This is an optimization exercise on Yosys and OpenROAD, whose aim is small area and a short achievable clock period, not a production implementation. Function was not checked in any run shown here: the RTL went through the layout flow alone. No driver is modelled on the clock port, so clocking that relies on it looks cheaper here than on a real chip. No activity file was given, so power comes from the tool's default toggle rates.

==> design/flow/flow/run.sh <==
#!/bin/bash
# Standard ORFS layout, with plain buffers (instead of the default delay-style
# buffer) on the input and output ports.
set -euo pipefail
export BUFFER_PORTS_ARGS="-buffer_cell sky130_fd_sc_hd__buf_1"
bash standard.sh synth > synth.log 2>&1
bash standard.sh > layout.log 2>&1
==> design/flow/standard.sh <==
#!/bin/bash
# synth_recipe.tcl (not shown) runs the flow's synth.tcl, then flattens the netlist and writes it again
# the make line also repeats each setting of config.mk as NAME=value (left out here)
make -C /OpenROAD-flow-scripts/flow DESIGN_CONFIG=/design/flow/config.mk WORK_HOME=/design/flow/orfs CLKGATE_MAP_FILE= SYNTH_SCRIPT=/design/flow/synth_recipe.tcl "${@:-finish}"
==> design/flow/config.mk <==
export PLATFORM = sky130hd
export DESIGN_NAME = mul_pipe
export DESIGN_NICKNAME = mul_pipe
export VERILOG_FILES = /design/flow/design.v
export SDC_FILE = /design/flow/constraint.sdc
export NUM_CORES = 4
export LEC_CHECK = 0
export CAP_MARGIN = 20
export CORE_MARGIN = 2
export CORE_UTILIZATION = 60
export CTS_BUF_LIST = sky130_fd_sc_hd__clkbuf_4 sky130_fd_sc_hd__clkbuf_8
export CTS_CLUSTER_DIAMETER = 60
export CTS_CLUSTER_SIZE = 30
export SETUP_SLACK_MARGIN = 3.2
export SLEW_MARGIN = 20
export TNS_END_PERCENT = 0
==> design/flow/constraint.sdc <==
create_clock -name core_clock -period 5.0 [get_ports {clk_59}]
set_input_delay 1.0000 -clock core_clock [delete_from_list [all_inputs] [get_ports {clk_59}]]
set_output_delay 1.0000 -clock core_clock [all_outputs]
set_load 0.01 [all_outputs]
==> design/flow/design.v <==
module mul_pipe(
	input [15:0] numA59,
	input [15:0] numB59,
	input clk_59,
	input reset_59,
	output reg [15:0] Acc_result_59
);
wire z1 = (numA59 == 16'h0000) | (numB59 == 16'h0000);
wire s1 = numA59[15] ^ numB59[15];
wire [4:0] e1 = numA59[14:10] + numB59[14:10] + 5'd17;
wire [10:0] bb = {1'b1, numB59[9:0]};
wire [4:0] one1, two1, neg1;
genvar gi;
generate for (gi = 0; gi < 5; gi = gi + 1) begin : benc
	wire b0 = (gi == 0) ? 1'b0 : bb[2*gi-1];
	wire b1 = bb[2*gi];
	wire b2 = bb[2*gi+1];
	assign one1[gi] = b1 ^ b0;
	assign two1[gi] = (b2 & ~b1 & ~b0) | (~b2 & b1 & b0);
	assign neg1[gi] = b2;   
end endgenerate
reg z2, s2; reg [4:0] e2; reg [9:0] ma2; reg [4:0] one2, two2, neg2; reg b9_2;
always @(posedge clk_59) begin
	z2 <= z1; s2 <= s1; e2 <= e1; ma2 <= numA59[9:0];
	one2 <= one1; two2 <= two1; neg2 <= neg1; b9_2 <= numB59[9];
end
wire pp1 = ((one2[0] & ma2[0])) ^ neg2[0];
wire pp2 = ((one2[0] & ma2[1]) | (two2[0] & ma2[0])) ^ neg2[0];
wire pp3 = ((one2[0] & ma2[2]) | (two2[0] & ma2[1])) ^ neg2[0];
wire pp4 = ((one2[0] & ma2[3]) | (two2[0] & ma2[2])) ^ neg2[0];
wire pp5 = ((one2[0] & ma2[4]) | (two2[0] & ma2[3])) ^ neg2[0];
wire pp6 = ((one2[0] & ma2[5]) | (two2[0] & ma2[4])) ^ neg2[0];
wire pp7 = ((one2[0] & ma2[6]) | (two2[0] & ma2[5])) ^ neg2[0];
wire pp8 = ((one2[0] & ma2[7]) | (two2[0] & ma2[6])) ^ neg2[0];
wire pp9 = ((one2[0] & ma2[8]) | (two2[0] & ma2[7])) ^ neg2[0];
wire pp10 = ((one2[0] & ma2[9]) | (two2[0] & ma2[8])) ^ neg2[0];
wire pp11 = (one2[0] | (two2[0] & ma2[9])) ^ neg2[0];
wire pp12 = (two2[0]) ^ neg2[0];
wire pp13 = ((one2[1] & ma2[0])) ^ neg2[1];
wire pp14 = ((one2[1] & ma2[1]) | (two2[1] & ma2[0])) ^ neg2[1];
wire pp15 = ((one2[1] & ma2[2]) | (two2[1] & ma2[1])) ^ neg2[1];
wire pp16 = ((one2[1] & ma2[3]) | (two2[1] & ma2[2])) ^ neg2[1];
wire pp17 = ((one2[1] & ma2[4]) | (two2[1] & ma2[3])) ^ neg2[1];
wire pp18 = ((one2[1] & ma2[5]) | (two2[1] & ma2[4])) ^ neg2[1];
wire pp19 = ((one2[1] & ma2[6]) | (two2[1] & ma2[5])) ^ neg2[1];
wire pp20 = ((one2[1] & ma2[7]) | (two2[1] & ma2[6])) ^ neg2[1];
wire pp21 = ((one2[1] & ma2[8]) | (two2[1] & ma2[7])) ^ neg2[1];
wire pp22 = ((one2[1] & ma2[9]) | (two2[1] & ma2[8])) ^ neg2[1];
wire pp23 = (one2[1] | (two2[1] & ma2[9])) ^ neg2[1];
wire pp24 = (two2[1]) ^ neg2[1];
wire pp25 = ((one2[2] & ma2[0])) ^ neg2[2];
wire pp26 = ((one2[2] & ma2[1]) | (two2[2] & ma2[0])) ^ neg2[2];
wire pp27 = ((one2[2] & ma2[2]) | (two2[2] & ma2[1])) ^ neg2[2];
wire pp28 = ((one2[2] & ma2[3]) | (two2[2] & ma2[2])) ^ neg2[2];
wire pp29 = ((one2[2] & ma2[4]) | (two2[2] & ma2[3])) ^ neg2[2];
wire pp30 = ((one2[2] & ma2[5]) | (two2[2] & ma2[4])) ^ neg2[2];
wire pp31 = ((one2[2] & ma2[6]) | (two2[2] & ma2[5])) ^ neg2[2];
wire pp32 = ((one2[2] & ma2[7]) | (two2[2] & ma2[6])) ^ neg2[2];
wire pp33 = ((one2[2] & ma2[8]) | (two2[2] & ma2[7])) ^ neg2[2];
wire pp34 = ((one2[2] & ma2[9]) | (two2[2] & ma2[8])) ^ neg2[2];
wire pp35 = (one2[2] | (two2[2] & ma2[9])) ^ neg2[2];
wire pp36 = (two2[2]) ^ neg2[2];
wire pp37 = ((one2[3] & ma2[0])) ^ neg2[3];
wire pp38 = ((one2[3] & ma2[1]) | (two2[3] & ma2[0])) ^ neg2[3];
wire pp39 = ((one2[3] & ma2[2]) | (two2[3] & ma2[1])) ^ neg2[3];
wire pp40 = ((one2[3] & ma2[3]) | (two2[3] & ma2[2])) ^ neg2[3];
wire pp41 = ((one2[3] & ma2[4]) | (two2[3] & ma2[3])) ^ neg2[3];
wire pp42 = ((one2[3] & ma2[5]) | (two2[3] & ma2[4])) ^ neg2[3];
wire pp43 = ((one2[3] & ma2[6]) | (two2[3] & ma2[5])) ^ neg2[3];
wire pp44 = ((one2[3] & ma2[7]) | (two2[3] & ma2[6])) ^ neg2[3];
wire pp45 = ((one2[3] & ma2[8]) | (two2[3] & ma2[7])) ^ neg2[3];
wire pp46 = ((one2[3] & ma2[9]) | (two2[3] & ma2[8])) ^ neg2[3];
wire pp47 = (one2[3] | (two2[3] & ma2[9])) ^ neg2[3];
wire pp48 = (two2[3]) ^ neg2[3];
wire pp49 = ((one2[4] & ma2[0])) ^ neg2[4];
wire pp50 = ((one2[4] & ma2[1]) | (two2[4] & ma2[0])) ^ neg2[4];
wire pp51 = ((one2[4] & ma2[2]) | (two2[4] & ma2[1])) ^ neg2[4];
wire pp52 = ((one2[4] & ma2[3]) | (two2[4] & ma2[2])) ^ neg2[4];
wire pp53 = ((one2[4] & ma2[4]) | (two2[4] & ma2[3])) ^ neg2[4];
wire pp54 = ((one2[4] & ma2[5]) | (two2[4] & ma2[4])) ^ neg2[4];
wire pp55 = ((one2[4] & ma2[6]) | (two2[4] & ma2[5])) ^ neg2[4];
wire pp56 = ((one2[4] & ma2[7]) | (two2[4] & ma2[6])) ^ neg2[4];
wire pp57 = ((one2[4] & ma2[8]) | (two2[4] & ma2[7])) ^ neg2[4];
wire pp58 = ((one2[4] & ma2[9]) | (two2[4] & ma2[8])) ^ neg2[4];
wire pp59 = (one2[4] | (two2[4] & ma2[9])) ^ neg2[4];
wire pp60 = (two2[4]) ^ neg2[4];
wire nn61 = ~neg2[0];
wire nn62 = ~neg2[1];
wire nn63 = ~neg2[2];
wire nn64 = ~neg2[3];
wire nn65 = ~neg2[4];
wire pr66 = ~b9_2 & ma2[0];
wire pr67 = b9_2 ? ma2[0] : ma2[1];
wire pr68 = b9_2 ? ma2[1] : ma2[2];
wire pr69 = b9_2 ? ma2[2] : ma2[3];
wire pr70 = b9_2 ? ma2[3] : ma2[4];
wire pr71 = b9_2 ? ma2[4] : ma2[5];
wire pr72 = b9_2 ? ma2[5] : ma2[6];
wire pr73 = b9_2 ? ma2[6] : ma2[7];
wire pr74 = b9_2 ? ma2[7] : ma2[8];
wire pr75 = b9_2 ? ma2[8] : ma2[9];
wire pr76 = b9_2 ? ma2[9] : 1'b1;
wire pr77 = b9_2;
wire s78 = neg2[1] ^ pp3;
wire c79 = neg2[1] & pp3;
wire s80 = pp4 ^ pp14;
wire c81 = pp4 & pp14;
wire s82 = neg2[2] ^ pp5 ^ pp15;
wire c83 = (neg2[2] & pp5) | (neg2[2] & pp15) | (pp5 & pp15);
wire s84 = pp25 ^ c81;
wire c85 = pp25 & c81;
wire s86 = pp6 ^ pp16 ^ pp26;
wire c87 = (pp6 & pp16) | (pp6 & pp26) | (pp16 & pp26);
wire s88 = c83 ^ c85;
wire c89 = c83 & c85;
wire s90 = neg2[3] ^ pp7 ^ pp17;
wire c91 = (neg2[3] & pp7) | (neg2[3] & pp17) | (pp7 & pp17);
wire s92 = pp27 ^ pp37 ^ c87;
wire c93 = (pp27 & pp37) | (pp27 & c87) | (pp37 & c87);
wire s94 = s90 ^ c89;
wire c95 = s90 & c89;
wire s96 = pp8 ^ pp18 ^ pp28;
wire c97 = (pp8 & pp18) | (pp8 & pp28) | (pp18 & pp28);
wire s98 = pp38 ^ c91 ^ s96;
wire c99 = (pp38 & c91) | (pp38 & s96) | (c91 & s96);
wire s100 = neg2[4] ^ pp9 ^ pp19;
wire c101 = (neg2[4] & pp9) | (neg2[4] & pp19) | (pp9 & pp19);
wire s102 = pp29 ^ pp39 ^ pp49;
wire c103 = (pp29 & pp39) | (pp29 & pp49) | (pp39 & pp49);
wire s104 = c97 ^ s100 ^ s102;
wire c105 = (c97 & s100) | (c97 & s102) | (s100 & s102);
wire s106 = pp10 ^ pp20 ^ pp30;
wire c107 = (pp10 & pp20) | (pp10 & pp30) | (pp20 & pp30);
wire s108 = pp40 ^ pp50 ^ c101;
wire c109 = (pp40 & pp50) | (pp40 & c101) | (pp50 & c101);
wire s110 = c103 ^ s106;
wire c111 = c103 & s106;
wire s112 = pr66 ^ pp11 ^ pp21;
wire c113 = (pr66 & pp11) | (pr66 & pp21) | (pp11 & pp21);
wire s114 = pp31 ^ pp41 ^ pp51;
wire c115 = (pp31 & pp41) | (pp31 & pp51) | (pp41 & pp51);
wire s116 = c107 ^ s112 ^ s114;
wire c117 = (c107 & s112) | (c107 & s114) | (s112 & s114);
wire s118 = pr67 ^ pp12 ^ pp22;
wire c119 = (pr67 & pp12) | (pr67 & pp22) | (pp12 & pp22);
wire s120 = pp32 ^ pp42 ^ pp52;
wire c121 = (pp32 & pp42) | (pp32 & pp52) | (pp42 & pp52);
wire s122 = c113 ^ c115 ^ s118;
wire c123 = (c113 & c115) | (c113 & s118) | (c115 & s118);
wire s124 = neg2[0] ^ pr68 ^ pp23;
wire c125 = (neg2[0] & pr68) | (neg2[0] & pp23) | (pr68 & pp23);
wire s126 = pp33 ^ pp43 ^ pp53;
wire c127 = (pp33 & pp43) | (pp33 & pp53) | (pp43 & pp53);
wire s128 = c119 ^ c121 ^ s124;
wire c129 = (c119 & c121) | (c119 & s124) | (c121 & s124);
wire s130 = neg2[0] ^ pr69 ^ pp24;
wire c131 = (neg2[0] & pr69) | (neg2[0] & pp24) | (pr69 & pp24);
wire s132 = pp34 ^ pp44 ^ pp54;
wire c133 = (pp34 & pp44) | (pp34 & pp54) | (pp44 & pp54);
wire s134 = c125 ^ c127 ^ s130;
wire c135 = (c125 & c127) | (c125 & s130) | (c127 & s130);
wire s136 = nn61 ^ nn62 ^ pr70;
wire c137 = (nn61 & nn62) | (nn61 & pr70) | (nn62 & pr70);
wire s138 = pp35 ^ pp45 ^ pp55;
wire c139 = (pp35 & pp45) | (pp35 & pp55) | (pp45 & pp55);
wire s140 = s136 ^ c131 ^ c133;
wire c141 = (s136 & c131) | (s136 & c133) | (c131 & c133);
wire s142 = ~(pr71 ^ pp36);
wire c143 = pr71 | pp36;
wire s144 = pp46 ^ pp56 ^ c137;
wire c145 = (pp46 & pp56) | (pp46 & c137) | (pp56 & c137);
wire s146 = s142 ^ c139;
wire c147 = s142 & c139;
wire s148 = s144 ^ s146;
wire c149 = s144 & s146;
wire s150 = nn63 ^ pr72 ^ pp47;
wire c151 = (nn63 & pr72) | (nn63 & pp47) | (pr72 & pp47);
wire s152 = pp57 ^ c143 ^ s150;
wire c153 = (pp57 & c143) | (pp57 & s150) | (c143 & s150);
wire s154 = c145 ^ c147;
wire c155 = c145 & c147;
wire s156 = ~(pr73 ^ pp48);
wire c157 = pr73 | pp48;
wire s158 = pp58 ^ s156 ^ c151;
wire c159 = (pp58 & s156) | (pp58 & c151) | (s156 & c151);
wire s160 = nn64 ^ pr74 ^ pp59;
wire c161 = (nn64 & pr74) | (nn64 & pp59) | (pr74 & pp59);
wire s162 = c157 ^ s160;
wire c163 = c157 & s160;
wire s164 = ~(pr75 ^ pp60);
wire c165 = pr75 | pp60;
wire s166 = s164 ^ c161;
wire c167 = s164 & c161;
wire s168 = nn65 ^ pr76 ^ c165;
wire c169 = (nn65 & pr76) | (nn65 & c165) | (pr76 & c165);
wire s170 = ~pr77;
wire [5:0] lowsum = {1'b0, s82, c79, pp13, pp2, pp1} + {1'b0, s84, s80, s78, 1'b0, neg2[0]};
reg [43:0] t3; reg z3, s3; reg [4:0] e3;
always @(posedge clk_59) begin
	z3 <= z2; s3 <= s2; e3 <= e2;
	t3 <= {s170, c169, s168, c167, s166, c163, s162, c159, c155, c153, s158, s154, c149, s152, s148, c141, s140, c135, s138, s134, c129, s132, s128, c123, s126, s122, c117, s120, s116, c109, c111, c105, s108, s110, s104, c99, s98, c95, c93, s94, s92, lowsum[5], s88, s86};
end
wire s171 = t3[0] ^ t3[1];
wire c172 = t3[0] & t3[1];
wire s173 = t3[3] ^ t3[4];
wire c174 = t3[3] & t3[4];
wire s175 = t3[5] ^ t3[6] ^ t3[7];
wire c176 = (t3[5] & t3[6]) | (t3[5] & t3[7]) | (t3[6] & t3[7]);
wire s177 = t3[8] ^ t3[9];
wire c178 = t3[8] & t3[9];
wire s179 = t3[10] ^ t3[11] ^ t3[12];
wire c180 = (t3[10] & t3[11]) | (t3[10] & t3[12]) | (t3[11] & t3[12]);
wire s181 = t3[13] ^ t3[14] ^ t3[15];
wire c182 = (t3[13] & t3[14]) | (t3[13] & t3[15]) | (t3[14] & t3[15]);
wire s183 = t3[16] ^ t3[17] ^ t3[18];
wire c184 = (t3[16] & t3[17]) | (t3[16] & t3[18]) | (t3[17] & t3[18]);
wire s185 = t3[19] ^ t3[20] ^ t3[21];
wire c186 = (t3[19] & t3[20]) | (t3[19] & t3[21]) | (t3[20] & t3[21]);
wire s187 = t3[22] ^ t3[23] ^ t3[24];
wire c188 = (t3[22] & t3[23]) | (t3[22] & t3[24]) | (t3[23] & t3[24]);
wire s189 = t3[25] ^ t3[26] ^ t3[27];
wire c190 = (t3[25] & t3[26]) | (t3[25] & t3[27]) | (t3[26] & t3[27]);
wire s191 = t3[28] ^ t3[29];
wire c192 = t3[28] & t3[29];
wire s193 = t3[30] ^ t3[31] ^ t3[32];
wire c194 = (t3[30] & t3[31]) | (t3[30] & t3[32]) | (t3[31] & t3[32]);
wire s195 = t3[33] ^ t3[34] ^ t3[35];
wire c196 = (t3[33] & t3[34]) | (t3[33] & t3[35]) | (t3[34] & t3[35]);
wire s197 = t3[36] ^ t3[37];
wire c198 = t3[36] & t3[37];
wire s199 = t3[38] ^ t3[39];
wire c200 = t3[38] & t3[39];
wire s201 = t3[40] ^ t3[41];
wire c202 = t3[40] & t3[41];
wire s203 = t3[42] ^ t3[43];
wire c204 = t3[42] & t3[43];
wire la_g0 = t3[2] & s171;
wire la_p0 = t3[2] ^ s171;
wire la_g1 = c172 & s173;
wire la_p1 = c172 ^ s173;
wire la_g2 = c174 & s175;
wire la_p2 = c174 ^ s175;
wire la_g3 = c176 & s177;
wire la_p3 = c176 ^ s177;
wire la_g4 = c178 & s179;
wire la_p4 = c178 ^ s179;
wire la_g5 = c180 & s181;
wire la_p5 = c180 ^ s181;
wire la_g6 = c182 & s183;
wire la_p6 = c182 ^ s183;
wire la_g7 = c184 & s185;
wire la_p7 = c184 ^ s185;
wire la_G0_1 = la_g1 | (la_p1 & la_g0);
wire la_G0_2 = la_g2 | (la_p2 & la_g1);
wire la_P0_2 = la_p2 & la_p1;
wire la_G0_3 = la_g3 | (la_p3 & la_g2);
wire la_P0_3 = la_p3 & la_p2;
wire la_G0_4 = la_g4 | (la_p4 & la_g3);
wire la_P0_4 = la_p4 & la_p3;
wire la_G0_5 = la_g5 | (la_p5 & la_g4);
wire la_P0_5 = la_p5 & la_p4;
wire la_G0_6 = la_g6 | (la_p6 & la_g5);
wire la_P0_6 = la_p6 & la_p5;
wire la_G0_7 = la_g7 | (la_p7 & la_g6);
wire la_P0_7 = la_p7 & la_p6;
wire la_G1_2 = la_G0_2 | (la_P0_2 & la_g0);
wire la_G1_3 = la_G0_3 | (la_P0_3 & la_G0_1);
wire la_G1_4 = la_G0_4 | (la_P0_4 & la_G0_2);
wire la_P1_4 = la_P0_4 & la_P0_2;
wire la_G1_5 = la_G0_5 | (la_P0_5 & la_G0_3);
wire la_P1_5 = la_P0_5 & la_P0_3;
wire la_G1_6 = la_G0_6 | (la_P0_6 & la_G0_4);
wire la_P1_6 = la_P0_6 & la_P0_4;
wire la_G1_7 = la_G0_7 | (la_P0_7 & la_G0_5);
wire la_P1_7 = la_P0_7 & la_P0_5;
wire la_G2_4 = la_G1_4 | (la_P1_4 & la_g0);
wire la_G2_5 = la_G1_5 | (la_P1_5 & la_G0_1);
wire la_G2_6 = la_G1_6 | (la_P1_6 & la_G1_2);
wire la_G2_7 = la_G1_7 | (la_P1_7 & la_G1_3);
wire [12:5] la = {la_p7 ^ la_G2_6, la_p6 ^ la_G2_5, la_p5 ^ la_G2_4, la_p4 ^ la_G1_3, la_p3 ^ la_G1_2, la_p2 ^ la_G0_1, la_p1 ^ la_g0, la_p0};
wire la_co = la_G2_7;
wire [13:5] sl3 = {la_co, la};
wire [21:13] xh3 = {c202, c200, c198, c196, c194, c192, c190, c188, c186};
wire [21:13] yh3 = {s203, s201, s199, s197, s195, s193, s191, s189, s187};
wire hs_g0 = c186 & s187;
wire hs_p0 = c186 ^ s187;
wire hs_g1 = c188 & s189;
wire hs_p1 = c188 ^ s189;
wire hs_g2 = c190 & s191;
wire hs_p2 = c190 ^ s191;
wire hs_g3 = c192 & s193;
wire hs_p3 = c192 ^ s193;
wire hs_g4 = c194 & s195;
wire hs_p4 = c194 ^ s195;
wire hs_g5 = c196 & s197;
wire hs_p5 = c196 ^ s197;
wire hs_g6 = c198 & s199;
wire hs_p6 = c198 ^ s199;
wire hs_g7 = c200 & s201;
wire hs_p7 = c200 ^ s201;
wire hs_g8 = c202 & s203;
wire hs_p8 = c202 ^ s203;
wire hs_G0_1 = hs_g1 | (hs_p1 & hs_g0);
wire hs_G0_2 = hs_g2 | (hs_p2 & hs_g1);
wire hs_P0_2 = hs_p2 & hs_p1;
wire hs_G0_3 = hs_g3 | (hs_p3 & hs_g2);
wire hs_P0_3 = hs_p3 & hs_p2;
wire hs_G0_4 = hs_g4 | (hs_p4 & hs_g3);
wire hs_P0_4 = hs_p4 & hs_p3;
wire hs_G0_5 = hs_g5 | (hs_p5 & hs_g4);
wire hs_P0_5 = hs_p5 & hs_p4;
wire hs_G0_6 = hs_g6 | (hs_p6 & hs_g5);
wire hs_P0_6 = hs_p6 & hs_p5;
wire hs_G0_7 = hs_g7 | (hs_p7 & hs_g6);
wire hs_P0_7 = hs_p7 & hs_p6;
wire hs_G0_8 = hs_g8 | (hs_p8 & hs_g7);
wire hs_P0_8 = hs_p8 & hs_p7;
wire hs_G1_2 = hs_G0_2 | (hs_P0_2 & hs_g0);
wire hs_G1_3 = hs_G0_3 | (hs_P0_3 & hs_G0_1);
wire hs_G1_4 = hs_G0_4 | (hs_P0_4 & hs_G0_2);
wire hs_P1_4 = hs_P0_4 & hs_P0_2;
wire hs_G1_5 = hs_G0_5 | (hs_P0_5 & hs_G0_3);
wire hs_P1_5 = hs_P0_5 & hs_P0_3;
wire hs_G1_6 = hs_G0_6 | (hs_P0_6 & hs_G0_4);
wire hs_P1_6 = hs_P0_6 & hs_P0_4;
wire hs_G1_7 = hs_G0_7 | (hs_P0_7 & hs_G0_5);
wire hs_P1_7 = hs_P0_7 & hs_P0_5;
wire hs_G1_8 = hs_G0_8 | (hs_P0_8 & hs_G0_6);
wire hs_P1_8 = hs_P0_8 & hs_P0_6;
wire hs_G2_4 = hs_G1_4 | (hs_P1_4 & hs_g0);
wire hs_G2_5 = hs_G1_5 | (hs_P1_5 & hs_G0_1);
wire hs_G2_6 = hs_G1_6 | (hs_P1_6 & hs_G1_2);
wire hs_G2_7 = hs_G1_7 | (hs_P1_7 & hs_G1_3);
wire hs_G2_8 = hs_G1_8 | (hs_P1_8 & hs_G1_4);
wire hs_P2_8 = hs_P1_8 & hs_P1_4;
wire hs_G3_8 = hs_G2_8 | (hs_P2_8 & hs_g0);
wire [21:13] hs = {hs_p8 ^ hs_G2_7, hs_p7 ^ hs_G2_6, hs_p6 ^ hs_G2_5, hs_p5 ^ hs_G2_4, hs_p4 ^ hs_G1_3, hs_p3 ^ hs_G1_2, hs_p2 ^ hs_G0_1, hs_p1 ^ hs_g0, hs_p0};
wire [21:13] h3 = hs;
reg [12:10] pl4; reg cs4; reg [21:13] h4; reg z4, s4; reg [4:0] e4;
always @(posedge clk_59) begin
	z4 <= z3; s4 <= s3; e4 <= e3; pl4 <= sl3[12:10]; cs4 <= sl3[13];
	h4 <= h3;
end
wire io1 = h4[13];
wire io2 = h4[13] & h4[14];
wire io3 = h4[13] & h4[14] & h4[15];
wire io4 = h4[13] & h4[14] & h4[15] & h4[16];
wire io5 = h4[13] & h4[14] & h4[15] & h4[16] & h4[17];
wire io6 = h4[13] & h4[14] & h4[15] & h4[16] & h4[17] & h4[18];
wire io7 = h4[13] & h4[14] & h4[15] & h4[16] & h4[17] & h4[18] & h4[19];
wire io8 = h4[13] & h4[14] & h4[15] & h4[16] & h4[17] & h4[18] & h4[19] & h4[20];
wire [21:13] ph4 = {h4[21] ^ (cs4 & io8), h4[20] ^ (cs4 & io7), h4[19] ^ (cs4 & io6), h4[18] ^ (cs4 & io5), h4[17] ^ (cs4 & io4), h4[16] ^ (cs4 & io3), h4[15] ^ (cs4 & io2), h4[14] ^ (cs4 & io1), h4[13] ^ cs4};
wire [21:10] q4 = {ph4, pl4};
wire [9:0] m4 = q4[21] ? q4[20:11] : q4[19:10];
wire [4:0] e4p = e4 + 5'd1;
wire [4:0] x4 = q4[21] ? e4p : e4;
always @(posedge clk_59) begin
	Acc_result_59 <= z4 ? 16'h0000 : {s4, x4, m4};
end
endmodule
==> results of run 1 <==
-- flip-flops by register name, summed over array words and instances (netlist names) --
name and count:
s4 1, Acc_result_59 16, z2 1, s3 1
one2 5, e2 5, e4 5, t3 44
s2 1, z4 1, h4 9, two2 5
z3 1, ma2 10, cs4 1, pl4 3
neg2 5, e3 5
-- critical path: stages (launching register included) --
cell and delay [ns]:
sky130_fd_sc_hd__dfxtp_1 0.59, sky130_fd_sc_hd__a22oi_1 0.15, sky130_fd_sc_hd__xnor2_1 0.16, sky130_fd_sc_hd__ha_1 0.22
sky130_fd_sc_hd__ha_1 0.30, sky130_fd_sc_hd__ha_1 0.30, sky130_fd_sc_hd__nand2_1 0.05, sky130_fd_sc_hd__o21ai_0 0.29
-- per-layer routing --
layer	GRT usage [%]	part of all wire, %	vias up
met2	33.8	47	107
met3	5.57	5.3	17
li1	-	-	2010
met4	10.3	1.6	0
met5	0	0	-
met1	28.3	47	1905
-- repair_timing --
| action | in CTS | in global routing |
|---|---|---|
| setup buffers | 2 | 0 |
| pin swaps | 7 | 1 |
| setup endpoints to repair | 61 | 61 |
| gates resized for setup | 16 | 8 |
-- stage by stage --
step / util (%) / cells / instance area, µm² / hold slack [ns] / setup WS, ns
floorplan: - / 561 / 6280 / 0.310 / 2.96
global placement: 63.6 / 713 / 6470 / 0.311 / 2.52
detailed placement: 63.6 / 713 / 6470 / 0.312 / 2.50
CTS: 68.1 / 747 / 6940 / 0.327 / 2.84
global route: 68.3 / 747 / 6950 / 0.332 / 2.77
finish: 68.3 / 747 / 6950 / 0.327 / 2.83
-- power by group through the flow --
stage | clock network [mW] | logic, mW | registers (mW)
global placement | 0 | 1.65 | 1.50
CTS | 0.920 | 1.77 | 1.49
detailed placement | 0 | 1.71 | 1.51
finish | 0.895 | 1.76 | 1.49
floorplan | 0 | 1.37 | 1.45
global route | 0.962 | 2.04 | 1.53
-- area by class of cell --
class,instances,area share (%)
clock buffers,18,3.56
clock inverters,14,2.50
inverters,36,1.94
multi-input cells,374,52.0
flip-flops and latches,119,34.7
well taps,136,2.45
repair buffers,50,2.81
-- worst max-delay path by stage --
stage	endpoint	depth (start not counted)
after floorplan	t3[29]$_DFF_P_	7
after global placement	t3[2]$_DFF_P_	7
after detailed placement	t3[2]$_DFF_P_	7
after CTS	h4[21]$_DFF_P_	7
after global routing	h4[21]$_DFF_P_	7
final	t3[2]$_DFF_P_	7
-- placed cells by master (no fill, tap or decap), types with 5 or more instances in the layout --
cell type and n:
sky130_fd_sc_hd__nand4_1 6, sky130_fd_sc_hd__dfxtp_1 101, sky130_fd_sc_hd__nor2_1 9, sky130_fd_sc_hd__xnor2_1 67, sky130_fd_sc_hd__dfxtp_2 14, sky130_fd_sc_hd__a22oi_1 44, sky130_fd_sc_hd__nor4_1 9, sky130_fd_sc_hd__nand2_1 12
sky130_fd_sc_hd__nor2b_1 7, sky130_fd_sc_hd__buf_1 48, sky130_fd_sc_hd__a21oi_1 13, sky130_fd_sc_hd__mux2i_1 15, sky130_fd_sc_hd__o21bai_1 5, sky130_fd_sc_hd__ha_1 44, sky130_fd_sc_hd__nand2b_1 16, sky130_fd_sc_hd__mux2_2 5
sky130_fd_sc_hd__xor2_1 14, sky130_fd_sc_hd__clkbuf_8 18, sky130_fd_sc_hd__inv_1 36, sky130_fd_sc_hd__fa_1 39, sky130_fd_sc_hd__a21o_1 7, sky130_fd_sc_hd__o21ai_0 18
-- kinds of logic after synthesis --
logic type	Yosys count	synth area share, %
adder cells (fa/ha/maj)	90	23.3
XOR/XNOR	82	11.7
AND/OR/NAND/NOR	76	7.33
multiplexers	22	3.74
AO/OA/AOI/OAI	104	11.3
flip-flops	119	38.5
buffers and inverters	68	4.16
==> results.txt, run 1 <==
# TYPE chip_impl_metric gauge
chip_impl_metric{name="worst-r2r-cell-count",unit=""} 7
chip_impl_metric{name="placement_rows",unit=""} 37
chip_impl_info{name="ys.flop_type",value="sky130_fd_sc_hd__dfxtp_1"} 1
chip_impl_metric{name="avgViaCountPerCell",unit=""} 5.41
chip_impl_metric{name="layout.filler_cells",unit=""} 799
chip_impl_metric{name="tightest_slew",unit="ns"} 0.819
chip_impl_metric{name="tritoncts.num_buffers",unit=""} 17
chip_impl_info{name="regToRegStartpoint",value="ma2[0]$_DFF_P_"} 1
chip_impl_info{name="crit_path_end_kind",value="flop"} 1
chip_impl_metric{name="number_of_antenna_diodes",unit=""} 0
chip_impl_metric{name="finalCriticalPeriod",unit="ns"} 2.17
chip_impl_metric{name="flip_flop_and_latch_count_after_synthesis",unit=""} 119
chip_impl_metric{name="worstPathRequired",unit="ns"} 5.32
chip_impl_info{name="hold-path-endpoint",value="e3[2]$_DFF_P_"} 1
chip_impl_metric{name="top_level_ports",unit=""} 50
chip_impl_metric{name="slew_headroom",unit="%"} 45.3
chip_impl_metric{name="route.detailed.wl_per_inst",unit="µm"} 15.0
chip_impl_metric{name="clock.fmax",unit="MHz"} 461
chip_impl_metric{name="seq_power_share",unit="%"} 36.0
chip_impl_metric{name="detailed_place_hpwl",unit="µm"} 8290
chip_impl_info{name="yosys.cell_count.top_type",value="sky130_fd_sc_hd__dfxtp_1"} 1
chip_impl_metric{name="grt_antenna_before_repair",unit=""} 0
chip_impl_metric{name="reported_max_cap_violation_count",unit=""} 0
chip_impl_metric{name="first_global_vias",unit=""} 3983
chip_impl_info{name="outcome",value="timing/DRC/antenna clean"} 1
chip_impl_metric{name="yosys.area.top_type_share",unit="%"} 38.5
chip_impl_metric{name="arrival",unit="ns"} 2.49
chip_impl_metric{name="grt-ovfl-total",unit=""} 0
chip_impl_info{name="setup_repair_after_global_routing_missed_its_margin",value="true"} 1
chip_impl_metric{name="dieArea",unit="mm²"} 0.0112
chip_impl_metric{name="cts.hold.buffers_added",unit=""} 0
chip_impl_metric{name="drt_first_pass_iters",unit=""} 4
chip_impl_info{name="cts_root_buffer",value="sky130_fd_sc_hd__clkbuf_8"} 1
chip_impl_metric{name="setup_tns",unit="ns"} 0
chip_impl_metric{name="min_delay_path_depth",unit=""} 0
chip_impl_metric{name="p_leak",unit="nW"} 2.88
chip_impl_info{name="cts_tree",value="built"} 1
chip_impl_metric{name="synth_edf_count",unit=""} 0
chip_impl_metric{name="cts-root-to-sink-buffers",unit=""} 2
chip_impl_metric{name="final.setup_skew",unit="ns"} 0.0124
chip_impl_metric{name="drt_wl_total",unit="µm"} 11200
chip_impl_metric{name="report.final.setup_viol",unit=""} 0
chip_impl_metric{name="synth_area_per_cell",unit="µm²"} 11.0
chip_impl_info{name="timing.hold.worst.start",value="e2[2]$_DFF_P_"} 1
chip_impl_metric{name="die_y",unit="µm"} 106
chip_impl_info{name="post-synth-top-area-cell",value="sky130_fd_sc_hd__dfxtp_1"} 1
chip_impl_metric{name="synth_warnings",unit=""} 1
chip_impl_metric{name="async_set_reset_flop_share_out_of_synthesis",unit="%"} 0
chip_impl_metric{name="grtUsageTotal",unit="%"} 21.7
chip_impl_metric{name="layout_cells_sized_above_1",unit="%"} 12.1
chip_impl_metric{name="cts.reportedPaths.clkPinSlew",unit="ns"} 0.07
chip_impl_metric{name="detail_route.iter0.violations",unit=""} 244
chip_impl_metric{name="cts.htree.levels",unit=""} 4
chip_impl_metric{name="synth.cell_area",unit="mm²"} 0.00619
chip_impl_metric{name="largest_net_degree_at_the_start_of_global_routing",unit=""} 26
chip_impl_metric{name="io_buffers",unit=""} 48
chip_impl_metric{name="finalHoldViolCount",unit=""} 0
chip_impl_metric{name="drt.antenna.violating_nets",unit=""} 0
chip_impl_metric{name="switching_power",unit="mW"} 1.49
chip_impl_info{name="critical_path_class",value="flop to flop"} 1
chip_impl_metric{name="clkSinkCount",unit=""} 119
chip_impl_metric{name="maxSlewViolCount",unit=""} 0
chip_impl_info{name="worst_hold_path_type",value="flop to flop"} 1
chip_impl_metric{name="synthesis.instances",unit=""} 561
chip_impl_info{name="synthTopCellsByCount",value="sky130_fd_sc_hd__dfxtp_1, sky130_fd_sc_hd__xnor2_1, sky130_fd_sc_hd__ha_1, sky130_fd_sc_hd__a22oi_1, sky130_fd_sc_hd__fa_1"} 1
chip_impl_info{name="synth_area_leaders",value="sky130_fd_sc_hd__dfxtp_1, sky130_fd_sc_hd__fa_1, sky130_fd_sc_hd__ha_1, sky130_fd_sc_hd__xnor2_1, sky130_fd_sc_hd__a22oi_1"} 1
chip_impl_metric{name="seq_area_frac_synth",unit="%"} 38.5
chip_impl_info{name="critical_path.startpoint_type",value="flop"} 1
chip_impl_metric{name="worst_ir_drop_vdd",unit="µV"} 316
chip_impl_metric{name="rrSetupSlack",unit="ns"} 2.83
chip_impl_metric{name="pwr-share-comb",unit="%"} 42.4
chip_impl_metric{name="clock_share_of_power",unit="%"} 21.6
chip_impl_metric{name="timing.final.crit_share",unit="%"} 43.4
chip_impl_metric{name="p_int",unit="mW"} 2.66
chip_impl_metric{name="mappedNetlistNets",unit=""} 685
chip_impl_metric{name="via_count",unit=""} 4039
chip_impl_metric{name="clock_latency",unit="ns"} 0.44
chip_impl_metric{name="gp_routability_congestion",unit=""} 0.838
chip_impl_metric{name="post_synth_num_cell_types",unit=""} 44
chip_impl_metric{name="final-seq-area",unit="mm²"} 0.00241
chip_impl_metric{name="grt_pass1_wl",unit="µm"} 18700
chip_impl_metric{name="power_per_cell_area",unit="mW/mm²"} 596
chip_impl_metric{name="total_power",unit="mW"} 4.14
chip_impl_metric{name="initial_standard_cell_utilization_of_the_core",unit="%"} 60.8
chip_impl_metric{name="core",unit="mm²"} 0.0102
chip_impl_metric{name="multi_input_area",unit="mm²"} 0.00362
chip_impl_info{name="worst_setup_path_startpoint",value="ma2[0]$_DFF_P_"} 1
chip_impl_metric{name="drc_errors",unit=""} 0
chip_impl_metric{name="die_w",unit="µm"} 106
chip_impl_metric{name="critPathMaxFanout",unit=""} 11
chip_impl_info{name="critical_path.reg2reg.endpoint",value="t3[2]$_DFF_P_"} 1
chip_impl_metric{name="synthToLayoutAreaGrowth",unit="%"} 12.3
chip_impl_metric{name="fin_nets",unit=""} 722
chip_impl_metric{name="switch_share",unit="%"} 35.9
==> run 2: changes to the inputs <==
--- a/design/flow/design.v
+++ b/design/flow/design.v
@@ -194,7 +194,31 @@
 wire s168 = nn65 ^ pr76 ^ c165;
 wire c169 = (nn65 & pr76) | (nn65 & c165) | (pr76 & c165);
 wire s170 = ~pr77;
-wire [5:0] lowsum = {1'b0, s82, c79, pp13, pp2, pp1} + {1'b0, s84, s80, s78, 1'b0, neg2[0]};
+wire lw_g0 = pp1 & neg2[0];
+wire lw_p0 = pp1 ^ neg2[0];
+wire lw_g1 = pp2 & 1'b0;
+wire lw_p1 = pp2 ^ 1'b0;
+wire lw_g2 = pp13 & s78;
+wire lw_p2 = pp13 ^ s78;
+wire lw_g3 = c79 & s80;
+wire lw_p3 = c79 ^ s80;
+wire lw_g4 = s82 & s84;
+wire lw_p4 = s82 ^ s84;
+wire lw_G0_1 = lw_g1 | (lw_p1 & lw_g0);
+wire lw_G0_2 = lw_g2 | (lw_p2 & lw_g1);
+wire lw_P0_2 = lw_p2 & lw_p1;
+wire lw_G0_3 = lw_g3 | (lw_p3 & lw_g2);
+wire lw_P0_3 = lw_p3 & lw_p2;
+wire lw_G0_4 = lw_g4 | (lw_p4 & lw_g3);
+wire lw_P0_4 = lw_p4 & lw_p3;
+wire lw_G1_2 = lw_G0_2 | (lw_P0_2 & lw_g0);
+wire lw_G1_3 = lw_G0_3 | (lw_P0_3 & lw_G0_1);
+wire lw_G1_4 = lw_G0_4 | (lw_P0_4 & lw_G0_2);
+wire lw_P1_4 = lw_P0_4 & lw_P0_2;
+wire lw_G2_4 = lw_G1_4 | (lw_P1_4 & lw_g0);
+wire [4:0] lw = {lw_p4 ^ lw_G1_3, lw_p3 ^ lw_G1_2, lw_p2 ^ lw_G0_1, lw_p1 ^ lw_g0, lw_p0};
+wire lw_co = lw_G2_4;
+wire [5:0] lowsum = {lw_co, lw};
 reg [43:0] t3; reg z3, s3; reg [4:0] e3;
 always @(posedge clk_59) begin
 	z3 <= z2; s3 <= s2; e3 <= e2;
==> run 2 against run 1 <==
Non-clock buffer count is the same. Setup slack gained 0.013 ns. Clock skew shrank 0.0020 ns. Routed wire length grew 1.1%. Core utilization shrank 0.77 points.
==> results.txt, run 2 <==
# TYPE chip_impl_metric gauge
chip_impl_metric{name="maxSlewViolCount",unit=""} 0
chip_impl_metric{name="avgViaCountPerCell",unit=""} 5.49
chip_impl_metric{name="p_int",unit="mW"} 2.52
chip_impl_metric{name="critPathMaxFanout",unit=""} 12
chip_impl_info{name="regToRegStartpoint",value="ma2[8]$_DFF_P_"} 1
chip_impl_metric{name="worstPathRequired",unit="ns"} 5.36
chip_impl_metric{name="seq_area_frac_synth",unit="%"} 38.5
chip_impl_metric{name="grt_antenna_before_repair",unit=""} 0
chip_impl_info{name="cts_root_buffer",value="sky130_fd_sc_hd__clkbuf_8"} 1
chip_impl_metric{name="reported_max_cap_violation_count",unit=""} 0
chip_impl_info{name="layout.cells.most_common",value="sky130_fd_sc_hd__dfxtp_1"} 1
chip_impl_info{name="largestRegisters",value="t3 (44), Acc_result_59 (16), ma2 (10)"} 1
chip_impl_metric{name="number_of_antenna_diodes",unit=""} 0
chip_impl_metric{name="drt.antenna.violating_nets",unit=""} 0
chip_impl_metric{name="critical_path.n_buffers_inverters",unit=""} 1
chip_impl_metric{name="grt-ovfl-total",unit=""} 0
chip_impl_metric{name="p_leak",unit="nW"} 2.84
chip_impl_metric{name="top_level_ports",unit=""} 50
chip_impl_metric{name="report.final.setup_viol",unit=""} 0
chip_impl_metric{name="drc_errors",unit=""} 0
chip_impl_metric{name="timing.final.crit_share",unit="%"} 43.1
chip_impl_metric{name="gp_routability_congestion",unit=""} 0.848
chip_impl_metric{name="first_global_vias",unit=""} 4156
chip_impl_metric{name="detail_route.iter0.violations",unit=""} 248
chip_impl_metric{name="tritoncts.num_buffers",unit=""} 17
chip_impl_metric{name="slew_headroom",unit="%"} 48.2
chip_impl_metric{name="placement_rows",unit=""} 37
chip_impl_metric{name="via_count",unit=""} 4087
chip_impl_metric{name="power_per_cell_area",unit="mW/mm²"} 583
chip_impl_info{name="crit_path_end_kind",value="flop"} 1
chip_impl_metric{name="crit_path_max_incr_delay",unit="ns"} 0.60
chip_impl_info{name="cells_along_the_critical_path",value="a22oi_1 -> xor2_1 -> fa_1 -> inv_1 -> fa_1"} 1
chip_impl_metric{name="dieArea",unit="mm²"} 0.0111
chip_impl_metric{name="clock.fmax",unit="MHz"} 464
chip_impl_metric{name="final.setup_skew",unit="ns"} 0.0105
chip_impl_metric{name="total_power",unit="mW"} 4.01
chip_impl_info{name="ys.flop_type",value="sky130_fd_sc_hd__dfxtp_1"} 1
chip_impl_metric{name="tightest_slew",unit="ns"} 0.776
chip_impl_metric{name="finalCriticalPeriod",unit="ns"} 2.16
chip_impl_metric{name="clock_share_of_power",unit="%"} 19.0
chip_impl_metric{name="seq_power_share",unit="%"} 37.2
chip_impl_metric{name="io_buffers",unit=""} 48
chip_impl_metric{name="synthToLayoutAreaGrowth",unit="%"} 11.2
chip_impl_info{name="cts_tree",value="built"} 1
chip_impl_metric{name="worst_ir_drop_vdd",unit="µV"} 288
chip_impl_metric{name="mappedNetlistNets",unit=""} 683
chip_impl_metric{name="post_synth_num_cell_types",unit=""} 42
chip_impl_metric{name="arrival",unit="ns"} 2.52
chip_impl_metric{name="drt_wl_total",unit="µm"} 11300
chip_impl_info{name="layout_common_cells",value="sky130_fd_sc_hd__dfxtp_1, sky130_fd_sc_hd__xnor2_1, sky130_fd_sc_hd__buf_1, sky130_fd_sc_hd__a22oi_1, sky130_fd_sc_hd__ha_1"} 1
chip_impl_metric{name="synth_area_per_cell",unit="µm²"} 11.1
chip_impl_info{name="critical_path.startpoint_type",value="flop"} 1
chip_impl_metric{name="finalCoreUtilization",unit="%"} 67.5
chip_impl_info{name="yosys.cell_count.top_type",value="sky130_fd_sc_hd__dfxtp_1"} 1
chip_impl_metric{name="clkSinkCount",unit=""} 119
chip_impl_metric{name="switching_power",unit="mW"} 1.49
chip_impl_metric{name="cts.reportedPaths.clkPinSlew",unit="ns"} 0.07
chip_impl_metric{name="detailed_place_hpwl",unit="µm"} 8450
chip_impl_metric{name="pwr-share-comb",unit="%"} 43.9
chip_impl_metric{name="synth_edf_count",unit=""} 0
chip_impl_metric{name="finalHoldViolCount",unit=""} 0
chip_impl_metric{name="synth_warnings",unit=""} 1
chip_impl_metric{name="largest_reg_flops",unit=""} 44
chip_impl_info{name="critical_path_class",value="flop to flop"} 1
chip_impl_metric{name="switch_share",unit="%"} 37.2
chip_impl_metric{name="core",unit="mm²"} 0.0102
chip_impl_metric{name="grtUsageTotal",unit="%"} 22.2
chip_impl_info{name="setup_repair_after_global_routing_missed_its_margin",value="true"} 1
chip_impl_info{name="worst_setup_path_startpoint",value="ma2[8]$_DFF_P_"} 1
chip_impl_metric{name="setup_tns",unit="ns"} 0
chip_impl_metric{name="synth.cell_area",unit="mm²"} 0.00618
chip_impl_info{name="critPathMostFrequentCell",value="sky130_fd_sc_hd__fa_1"} 1
chip_impl_metric{name="largest_net_degree_at_the_start_of_global_routing",unit=""} 26
chip_impl_metric{name="flip_flop_and_latch_count_after_synthesis",unit=""} 119
chip_impl_info{name="critical_path.slowest_cell",value="sky130_fd_sc_hd__dfxtp_1"} 1
chip_impl_info{name="synth_area_leaders",value="sky130_fd_sc_hd__dfxtp_1, sky130_fd_sc_hd__fa_1, sky130_fd_sc_hd__ha_1, sky130_fd_sc_hd__xnor2_1, sky130_fd_sc_hd__a22oi_1"} 1
chip_impl_metric{name="die_y",unit="µm"} 106
chip_impl_info{name="worst_hold_path_type",value="flop to flop"} 1
chip_impl_metric{name="yosys.area.top_type_share",unit="%"} 38.5
chip_impl_info{name="synthTopCellsByCount",value="sky130_fd_sc_hd__dfxtp_1, sky130_fd_sc_hd__xnor2_1, sky130_fd_sc_hd__ha_1, sky130_fd_sc_hd__a22oi_1, sky130_fd_sc_hd__fa_1"} 1
chip_impl_info{name="timing.hold.worst.start",value="z3$_DFF_P_"} 1
chip_impl_metric{name="grt_pass1_wl",unit="µm"} 19500
chip_impl_info{name="post-synth-top-area-cell",value="sky130_fd_sc_hd__dfxtp_1"} 1
chip_impl_metric{name="layout_cells_sized_above_1",unit="%"} 11.8
chip_impl_metric{name="fin_nets",unit=""} 720
chip_impl_metric{name="route.detailed.wl_per_inst",unit="µm"} 15.2
chip_impl_info{name="path_delay_family",value="adder cells"} 1
chip_impl_info{name="registers.top_by_ff_count",value="t3"} 1
chip_impl_metric{name="clock_latency",unit="ns"} 0.42
chip_impl_metric{name="dpl.cell_count",unit=""} 711
chip_impl_metric{name="synthesis.instances",unit=""} 559
chip_impl_metric{name="cts-root-to-sink-buffers",unit=""} 2
chip_impl_metric{name="async_set_reset_flop_share_out_of_synthesis",unit="%"} 0
chip_impl_metric{name="die_w",unit="µm"} 106
chip_impl_metric{name="instances_no_fill",unit=""} 745
chip_impl_metric{name="initial_standard_cell_utilization_of_the_core",unit="%"} 60.7
chip_impl_metric{name="cts.hold.buffers_added",unit=""} 0
chip_impl_metric{name="cts.htree.levels",unit=""} 4
chip_impl_info{name="outcome",value="timing/DRC/antenna clean"} 1
chip_impl_metric{name="drt_first_pass_iters",unit=""} 5
-- run 2: changes by cell type after synthesis, moves of 2 or more --
| cell | before | now |
|---|---|---|
| sky130_fd_sc_hd__buf_2 | 2 | 0 |
| sky130_fd_sc_hd__clkbuf_1 | 26 | 29 |
| sky130_fd_sc_hd__nand3_1 | 1 | 4 |
| sky130_fd_sc_hd__nand4_1 | 6 | 4 |
| sky130_fd_sc_hd__nor2_1 | 9 | 7 |
-- run 2: repair_timing --
action                                  in CTS  in global routing
pin swaps                                    7                  1
endpoints found under the setup margin      61                 67
resized for setup                           22                  0
buffers inserted                             2                  0
-- run 2: kinds of logic after synthesis --
family                     Yosys count  synth area share [%]
xor gates and xnor gates            82                  11.7
AOI/OAI and AO/OA                  103                  11.3
and+or+nand+nor                     76                  7.34
DFF                                119                  38.5
buffers and inverters               67                  4.07
adders and majority gates           90                  23.3
muxes                               22                  3.74
-- run 2: cell type report --
cell class / instances / area (µm²)
multi-input cells: 373 / 3610
clock buffers: 19 / 255
well taps: 136 / 170
repair buffers: 50 / 195
flip-flops and latches: 119 / 2410
fillers: 808 / 3310
clock inverters: 13 / 98.8
inverters: 35 / 131
-- run 2: path summary, 6_finish.rpt --
path,cells after the start,slack [ns],end
hold reg to reg,0,0.32,z4$_DFF_P_
setup / recovery,5,2.84,t3[18]$_DFF_P_
hold / removal,0,0.32,z4$_DFF_P_
setup reg to reg,5,2.84,t3[18]$_DFF_P_
-- run 2: layer usage --
| metal | up-vias | share of wire (%) | global-route usage [%] |
|---|---|---|---|
| li1 | 1998 | - | - |
| met1 | 1924 | 47 | 29.9 |
| met2 | 150 | 46 | 35.4 |
| met3 | 15 | 5.6 | 4.70 |
| met4 | 0 | 1.3 | 8.18 |
| met5 | - | 0 | 0 |
-- run 2: stage by stage --
stage / instance area, µm² / setup slack (ns) / hold slack [ns]
3_5_place_dp: 6470 / 2.47 / 0.312
4_1_cts: 6880 / 2.86 / 0.320
3_3_place_gp: 6470 / 2.51 / 0.313
2_1_floorplan: 6280 / 2.96 / 0.310
5_1_grt: 6880 / 2.72 / 0.322
6_report: 6880 / 2.84 / 0.323
-- run 2: power by group through the flow --
stage | Sequential, mW | Clock, mW | Combinational, mW
floorplan | 1.44 | 0 | 1.38
global placement | 1.50 | 0 | 1.66
detailed placement | 1.51 | 0 | 1.71
CTS | 1.49 | 0.780 | 1.77
global route | 1.53 | 0.824 | 2.02
finish | 1.49 | 0.761 | 1.76
==> run 3: changes to the inputs <==
==> design/flow/flow/run.sh (replaced) <==
#!/bin/bash
# Standard ORFS layout, with plain buffers (instead of the default delay-style
# buffer) on the input and output ports, and flip-flops that drive six or more
# loads given their strongest drive before clock tree synthesis.
set -euo pipefail
export BUFFER_PORTS_ARGS="-buffer_cell sky130_fd_sc_hd__buf_1"
export PRE_CTS_TCL="$PWD/flow/upsize.tcl"
bash standard.sh synth > synth.log 2>&1
bash standard.sh > layout.log 2>&1
==> design/flow/flow/upsize.tcl (new file) <==
# Before clock tree synthesis: give flip-flops that drive many loads directly the
# strongest drive of their own cell family (same function, larger drive).
set n 0
foreach inst [get_cells *] {
  set ref [get_property $inst ref_name]
  if {![string match "sky130_fd_sc_hd__dfxtp_*" $ref] || $ref eq "sky130_fd_sc_hd__dfxtp_4"} continue
  set fo 0
  foreach q [get_pins -of_objects $inst -filter "direction == output"] {
    set net [get_nets -quiet -of_objects $q]
    if {$net eq ""} continue
    incr fo [llength [get_pins -quiet -of_objects $net -filter "direction == input"]]
  }
  if {$fo >= 6} {
    replace_cell $inst sky130_fd_sc_hd__dfxtp_4
    incr n
  }
}
puts "upsize.tcl: $n flip-flops set to dfxtp_4"
==> run 3 against run 2 <==
Register-to-register slack about the same. Fmax decreased by 0.14%. Setup slack lost 0.0030 ns. Power about the same. Critical path depth increased by 2. Clock power decreased by 0.7%. Global-route usage increased by 0.35 points. Count of clock-buffer cells in the layout is the same. Critical path type unchanged. Critical endpoint is now t3[2]$_DFF_P_.
==> results.txt, run 3 <==
# TYPE chip_impl_metric gauge
chip_impl_metric{name="report.final.setup_viol",unit=""} 0
chip_impl_metric{name="layout_cells_sized_above_1",unit="%"} 13.6
chip_impl_info{name="synth_area_leaders",value="sky130_fd_sc_hd__dfxtp_1, sky130_fd_sc_hd__fa_1, sky130_fd_sc_hd__ha_1, sky130_fd_sc_hd__xnor2_1, sky130_fd_sc_hd__a22oi_1"} 1
chip_impl_metric{name="largest_reg_flops",unit=""} 44
chip_impl_metric{name="multi_input_area",unit="mm²"} 0.00361
chip_impl_metric{name="synthesis.instances",unit=""} 559
chip_impl_metric{name="first_global_vias",unit=""} 4192
chip_impl_info{name="layout_common_cells",value="sky130_fd_sc_hd__dfxtp_1, sky130_fd_sc_hd__xnor2_1, sky130_fd_sc_hd__buf_1, sky130_fd_sc_hd__a22oi_1, sky130_fd_sc_hd__ha_1"} 1
chip_impl_metric{name="place_worst_setup_slack",unit="ns"} 2.47
chip_impl_metric{name="final.setup_skew",unit="ns"} 0.0109
chip_impl_metric{name="synth_area_per_cell",unit="µm²"} 11.1
chip_impl_info{name="critical_path.startpoint_type",value="flop"} 1
chip_impl_info{name="registers.top_by_ff_count",value="t3"} 1
chip_impl_metric{name="final-seq-area",unit="mm²"} 0.00249
chip_impl_metric{name="synth_warnings",unit=""} 1
chip_impl_metric{name="io_buffers",unit=""} 48
chip_impl_metric{name="power_per_cell_area",unit="mW/mm²"} 577
chip_impl_metric{name="pwr-share-comb",unit="%"} 44.0
chip_impl_info{name="setup_repair_after_global_routing_missed_its_margin",value="true"} 1
chip_impl_info{name="crit_path_end_kind",value="flop"} 1
chip_impl_metric{name="async_set_reset_flop_share_out_of_synthesis",unit="%"} 0
chip_impl_metric{name="finalHoldViolCount",unit=""} 0
chip_impl_metric{name="clock_latency",unit="ns"} 0.42
chip_impl_metric{name="use_met3",unit="%"} 4.64
chip_impl_metric{name="synth_edf_count",unit=""} 0
chip_impl_metric{name="met1_usage",unit="%"} 30.0
chip_impl_metric{name="initial_standard_cell_utilization_of_the_core",unit="%"} 60.7
chip_impl_info{name="cells_along_the_critical_path",value="inv_1 -> xnor2_1 -> fa_1 -> inv_1 -> ha_1 -> a21oi_1 -> o21ai_0"} 1
chip_impl_metric{name="detailed_place_hpwl",unit="µm"} 8450
chip_impl_metric{name="dieArea",unit="mm²"} 0.0111
chip_impl_metric{name="cts.reportedPaths.clkPinSlew",unit="ns"} 0.08
chip_impl_info{name="ys.flop_type",value="sky130_fd_sc_hd__dfxtp_1"} 1
chip_impl_info{name="critical_path.slowest_cell",value="sky130_fd_sc_hd__fa_1"} 1
chip_impl_metric{name="worst_ir_drop_vdd",unit="µV"} 288
chip_impl_metric{name="p_leak",unit="nW"} 2.85
chip_impl_metric{name="maxSlewViolCount",unit=""} 0
chip_impl_metric{name="core",unit="mm²"} 0.0102
chip_impl_info{name="synthTopCellsByCount",value="sky130_fd_sc_hd__dfxtp_1, sky130_fd_sc_hd__xnor2_1, sky130_fd_sc_hd__ha_1, sky130_fd_sc_hd__a22oi_1, sky130_fd_sc_hd__fa_1"} 1
chip_impl_metric{name="drt_first_pass_iters",unit=""} 5
chip_impl_metric{name="clock_share_of_power",unit="%"} 18.9
chip_impl_metric{name="synth.cell_area",unit="mm²"} 0.00618
chip_impl_metric{name="number_of_antenna_diodes",unit=""} 0
chip_impl_metric{name="avgViaCountPerCell",unit=""} 5.48
chip_impl_metric{name="p_int",unit="mW"} 2.52
chip_impl_metric{name="grt_pass1_wl",unit="µm"} 19700
chip_impl_metric{name="placement.cell_area",unit="mm²"} 0.00647
chip_impl_metric{name="grt_antenna_before_repair",unit=""} 0
chip_impl_metric{name="detail_route.iter0.violations",unit=""} 234
chip_impl_metric{name="tritoncts.num_buffers",unit=""} 17
chip_impl_metric{name="drc_errors",unit=""} 0
chip_impl_metric{name="die_y",unit="µm"} 106
chip_impl_metric{name="grt-ovfl-total",unit=""} 0
chip_impl_metric{name="tightest_slew",unit="ns"} 0.517
chip_impl_metric{name="worstPathRequired",unit="ns"} 5.30
chip_impl_metric{name="die_w",unit="µm"} 106
chip_impl_info{name="layout.cells.most_common",value="sky130_fd_sc_hd__dfxtp_1"} 1
chip_impl_metric{name="seq_power_share",unit="%"} 37.2
chip_impl_info{name="top_usage_layer",value="met2"} 1
chip_impl_metric{name="clock.fmax",unit="MHz"} 463
chip_impl_info{name="outcome",value="timing/DRC/antenna clean"} 1
chip_impl_info{name="yosys.cell_count.top_type",value="sky130_fd_sc_hd__dfxtp_1"} 1
chip_impl_info{name="critPathMostFrequentCell",value="sky130_fd_sc_hd__inv_1"} 1
chip_impl_metric{name="groute.layer.met2.usage",unit="%"} 35.9
chip_impl_metric{name="top_level_ports",unit=""} 50
chip_impl_info{name="post-synth-top-area-cell",value="sky130_fd_sc_hd__dfxtp_1"} 1
chip_impl_metric{name="reported_max_cap_violation_count",unit=""} 0
chip_impl_metric{name="timing.final.crit_share",unit="%"} 43.2
chip_impl_metric{name="via_count",unit=""} 4084
chip_impl_metric{name="critPathMaxFanout",unit=""} 12
chip_impl_metric{name="yosys.area.top_type_share",unit="%"} 38.5
chip_impl_info{name="critical_path_class",value="flop to flop"} 1
chip_impl_metric{name="placement_rows",unit=""} 37
chip_impl_metric{name="rrSetupSlack",unit="ns"} 2.84
chip_impl_metric{name="layout.filler_cells",unit=""} 791
chip_impl_metric{name="setup_tns",unit="ns"} 0
chip_impl_metric{name="seq_area_frac_synth",unit="%"} 38.5
chip_impl_metric{name="finalCriticalPeriod",unit="ns"} 2.16
chip_impl_info{name="largestRegisters",value="t3 (44), Acc_result_59 (16), ma2 (10)"} 1
chip_impl_metric{name="clkSinkCount",unit=""} 119
chip_impl_metric{name="mappedNetlistNets",unit=""} 683
chip_impl_metric{name="fin_nets",unit=""} 720
chip_impl_metric{name="slew_headroom",unit="%"} 65.4
chip_impl_metric{name="crit_path_max_incr_delay",unit="ns"} 0.52
chip_impl_metric{name="synthToLayoutAreaGrowth",unit="%"} 12.4
chip_impl_metric{name="flip_flop_and_latch_count_after_synthesis",unit=""} 119
chip_impl_metric{name="route.detailed.wl_per_inst",unit="µm"} 15.4
chip_impl_metric{name="drt_wl_total",unit="µm"} 11500
chip_impl_metric{name="switching_power",unit="mW"} 1.49
chip_impl_metric{name="gp_routability_congestion",unit=""} 0.848
chip_impl_metric{name="switch_share",unit="%"} 37.2
chip_impl_info{name="worst_hold_path_type",value="flop to flop"} 1
chip_impl_metric{name="post_synth_num_cell_types",unit=""} 42
chip_impl_metric{name="grtUsageTotal",unit="%"} 22.5
chip_impl_metric{name="largest_net_degree_at_the_start_of_global_routing",unit=""} 26
chip_impl_metric{name="arrival",unit="ns"} 2.46
chip_impl_metric{name="layout_setup_ws",unit="ns"} 2.84
chip_impl_info{name="cts_tree",value="built"} 1
chip_impl_metric{name="drt.antenna.violating_nets",unit=""} 0
chip_impl_metric{name="finalInstanceArea",unit="mm²"} 0.00695
-- run 3: cell counts after synthesis --
Identical to the previous run, type by type.
-- run 3: power by group through the flow --
stage          Combinational, mW  Clock [mW]  Sequential [mW]
2_1_floorplan               1.38           0             1.44
3_3_place_gp                1.66           0             1.50
3_5_place_dp                1.71           0             1.51
4_1_cts                     1.77       0.780             1.49
5_1_grt                     2.02       0.823             1.53
6_report                    1.76       0.756             1.49
-- run 3: through the flow --
stage               util [%]  hold WS (ns)  power, mW  instances
floorplan                  -         0.310       2.82        559
global placement        63.5         0.313       3.16        711
detailed placement      63.5         0.312       3.22        711
CTS                     68.2         0.326       4.05        745
global route            68.2         0.336       4.37        745
finish                  68.2         0.326       4.01        745
-- run 3: metal layers --
metal  part of all wire [%]  wire length (µm)
met5                      0                 0
met4                    1.3               148
met3                    5.3               611
met2                     47              5400
met1                     46              5290
-- run 3: kinds of logic (layout without fill, tap and decap cells) --
group	after synthesis	count (layout)	synth area share (%)
flops	119	119	38.5
compound gates	103	103	11.3
fa+ha+maj	90	90	23.3
xor+xnor	82	82	11.7
simple gates	76	76	7.34
buf+inv	67	117	4.07
mux	22	22	3.74
-- run 3: path summary, 6_finish.rpt --
kind              cells past startpoint             from             to
setup / recovery                      7  neg2[0]$_DFF_P_  t3[2]$_DFF_P_
hold / removal                        0    e3[3]$_DFF_P_  e4[3]$_DFF_P_
setup reg to reg                      7  neg2[0]$_DFF_P_  t3[2]$_DFF_P_
hold reg to reg                       0    e3[3]$_DFF_P_  e4[3]$_DFF_P_
-- run 3: final cells by class --
| type | instances | area share [%] |
|---|---|---|
| multi-input cells | 373 | 52.0 |
| flip-flops and latches | 119 | 35.8 |
| clock buffers | 19 | 3.67 |
| repair buffers | 50 | 2.81 |
| well taps | 136 | 2.45 |
| inverters | 35 | 1.89 |
| clock inverters | 13 | 1.42 |
-- run 3: critical path: cells and delay by family (launching register included) --
kind                       cells  cell delay (ns)
adders and majority gates      2             0.76
DFF                            1             0.48
xor gates and xnor gates       1             0.29
buffers and inverters          2             0.26
AOI/OAI and AO/OA              2             0.24
-- run 3: repair_timing --
| item | in CTS | in global routing |
|---|---|---|
| endpoints found under the setup margin | 51 | 64 |
| gates cloned | 0 | 0 |
| buffers inserted | 2 | 0 |
| hold buffers | 0 | 0 |
| gates resized for setup | 2 | 0 |
| pin swaps | 7 | 1 |

afterwards: timing with drivers on the ports:
The flow's constraints put no driver on any port. The routed layouts listed below were extracted and timed again, unchanged, in two steps.
Step 1: set_driving_cell puts a clkbuf_16 on clk_59 and a buf_2 on each other input, an assumption about the parent block.
Step 2 adds t to the input delays and takes it off the output delays; t is the mean of the earliest and latest rising clock arrival at the registers after step 1. Input paths then give back, and output paths get back, about the clock's delay inside the block.
a / b / c = ideal ports / drivers / drivers and shift; a / b = the first two.
run	shift t [ns]	setup WS [ns]	worst slew at a driven data input, ns
run 1	0.467	2.830 / 2.830 / 2.794	0.03
run 2	0.449	2.843 / 2.843 / 2.761	0.03
run 3	0.452	2.840 / 2.840 / 2.770	0.03
After both steps setup and hold are still met in every run listed. For run 2, which loses most, drivers alone change the setup slack by 0.000 ns; drivers and shift together by -0.082 ns.
